Source: an optimization exercise on an open RTL-to-GDS flow (aim: small area and a short achievable clock period). Production flows keep margins and buffers that such runs may drop. The RTL was checked by simulation tests, not by an equivalence proof against the original design. Power figures rest on the tool's default switching activity, not on a simulated workload.

== build 1 ==
// ALU
module ALU(X, B, R, y, valid_in, clk);
    input [15:0] X, B;
    input clk;
    input R;
    input valid_in;
    output reg [38:0] y;
  wire [6:0] yh;
  wire [6:0] hi;
  wire n1;
  c_f0 u_n1 (.i0(B[0]), .i1(valid_in), .i2(R), .o0(n1));
  wire n2;
  c_f0 u_n2 (.i0(B[1]), .i1(valid_in), .i2(R), .o0(n2));
  wire n3;
  c_f0 u_n3 (.i0(B[2]), .i1(valid_in), .i2(R), .o0(n3));
  wire n4;
  c_f0 u_n4 (.i0(B[3]), .i1(valid_in), .i2(R), .o0(n4));
  wire n5;
  c_f0 u_n5 (.i0(B[4]), .i1(valid_in), .i2(R), .o0(n5));
  wire n6;
  c_f0 u_n6 (.i0(B[5]), .i1(valid_in), .i2(R), .o0(n6));
  wire n7;
  c_f0 u_n7 (.i0(B[6]), .i1(valid_in), .i2(R), .o0(n7));
  wire n8;
  c_f0 u_n8 (.i0(B[7]), .i1(valid_in), .i2(R), .o0(n8));
  wire n9;
  c_f0 u_n9 (.i0(B[8]), .i1(valid_in), .i2(R), .o0(n9));
  wire n10;
  c_f0 u_n10 (.i0(B[9]), .i1(valid_in), .i2(R), .o0(n10));
  wire n11;
  c_f0 u_n11 (.i0(B[10]), .i1(valid_in), .i2(R), .o0(n11));
  wire n12;
  c_f0 u_n12 (.i0(B[11]), .i1(valid_in), .i2(R), .o0(n12));
  wire n13;
  c_f0 u_n13 (.i0(B[12]), .i1(valid_in), .i2(R), .o0(n13));
  wire n14;
  c_f0 u_n14 (.i0(B[13]), .i1(valid_in), .i2(R), .o0(n14));
  wire n15;
  c_f0 u_n15 (.i0(B[14]), .i1(valid_in), .i2(R), .o0(n15));
  ...
For scale: about 39 flip-flops, ~9600 µm² of cells after synthesis.
Settings: LEC_CHECK=0, CAP_MARGIN=20, CORE_MARGIN=2, CORE_UTILIZATION=40, PLACE_DENSITY=0.8, SETUP_SLACK_MARGIN=3, SLEW_MARGIN=20, SYNTH_HIERARCHICAL=1, SYNTH_MINIMUM_KEEP_SIZE=0; clock period 10.0 ns.
standard.sh (not shown) runs the stock make flow with config.mk's settings and CLKGATE_MAP_FILE= SYNTH_SCRIPT=/design/flow/synth_recipe.tcl, a recipe that flattens the netlist after the stock synthesis.
==> flow/flow/run.sh <==
#!/bin/bash
# The standard layout, with every input and output port buffered by a
# plain buffer (buf_1) instead of the default delay-cell buffer; the
# resizer may then size these buffers like any other.
set -euo pipefail
cd "$(dirname "$0")/.."
export BUFFER_PORTS_ARGS="-buffer_cell sky130_fd_sc_hd__buf_1"
bash standard.sh > flow_standard.log 2>&1
Having completed the whole flow, build 1 delivered a layout that passed the timing, design-rule and antenna checks.
--- input diff build 1..build 86 ---
- SETUP_SLACK_MARGIN changed from 3 to 3.25
Notes after the runs:
- Build 86 finished every stage and its layout cleared the timing, design-rule and antenna checks.
- Placeable core region: build 1 vs build 86 identical
- Build 86 and build 1 ended up with nearly the same via count of the first global-routing pass.
- Maximum clock rate delta (build 86 − build 1): favourable
- Of build 86 and build 1, the higher worst setup slack belongs to build 86.
- Diff build 1..build 86 | number of flip-flops and latches | unchanged
- | routed wire length | lower: build 1 |
- Compared with build 1, in build 86 maximum fanout along the worst path went up 5, cell count after synthesis held, global routing met3 resource utilization went down 0.55 points.
[inputs] build 97 vs build 86
- SETUP_SLACK_MARGIN changed from 3.25 to 2.25
Build 97 ended with every stage complete and zero timing, DRC or antenna violations. Looking at layout overhead on the synthesized area, build 97 sits 9.1 points lower than build 86 does. Min part of the power in the clock network across build 86 and build 97: build 86. Cell area | build 97 vs build 86 | build 97 smaller. [compare] base=build 86 new=build 97: time the worst path needs with I/O delays and setup picked up an extra 0.63 ns, power consumed by combinational cells lost 20%, areal power density over the cells lost 17 nW/µm². Diff build 86 -> build 97: highest fanout seen on the critical path now sits higher, multi-input gate area in the final layout went down by 2.9%, tightest hold margin higher, global-route wire length before repair went down 4.5%. Re total via count in the routed design: build 97 is 329 down on build 86.
#### Input delta (build 59 over build 97)
- SETUP_SLACK_MARGIN changed from 2.25 to 2.75
Results
The post-CTS setup buffer count reported for build 59 is greater than that of build 97 by 18. For the share of total power in combinational logic, build 59 came in 1.7 points higher than build 97 did. Diff build 59..build 97 | maximum net fanout on the critical path | negligible. Number of gates resized after CTS up 16 in build 59 wrt build 97. Build 59 finished every stage and its layout cleared the timing, design-rule and antenna checks. Reported for build 59 and build 97, die footprint turned out identical to the last digit. Of build 59 and build 97, the higher fraction of the cycle the final worst path needs belongs to build 97. Re routed wire length: build 97 was lower than build 59. Fraction of met3 tracks used by global routing, build 59 and build 97, higher one = build 97.

-- port drivers added, routing unchanged --
How much do the figures lean on ideal ports? The routed layouts below were timed once more, with nothing changed but the port constraints.
Step 1: set_driving_cell puts a clkbuf_16 on clk and a buf_2 on each other input, an assumption about the parent block.
Step 2 times the ports against the registers' clock, not the clock port: input delays grow and output delays shrink by t, the midpoint of the rising clock arrivals with the driver on.
Three values: ideal ports, drivers, drivers and shift; two values: the first two.
| run | shift t [ns] | setup WS [ns] | worst register clock-pin slew, ns |
|---|---|---|---|
| build 1 | 0.341 | 3.019 / 2.984 / 2.644 | 0.07 / 0.07 |
| build 86 | 0.347 | 3.090 / 3.002 / 2.656 | 0.07 / 0.07 |
| build 97 | 0.348 | 2.458 / 2.479 / 2.130 | 0.07 / 0.07 |
| build 59 | 0.346 | 2.832 / 2.846 / 2.501 | 0.07 / 0.07 |
After both steps every run listed still meets setup and hold. For build 86, which loses most, drivers alone change the setup slack by -0.088 ns; drivers and shift together by -0.434 ns.
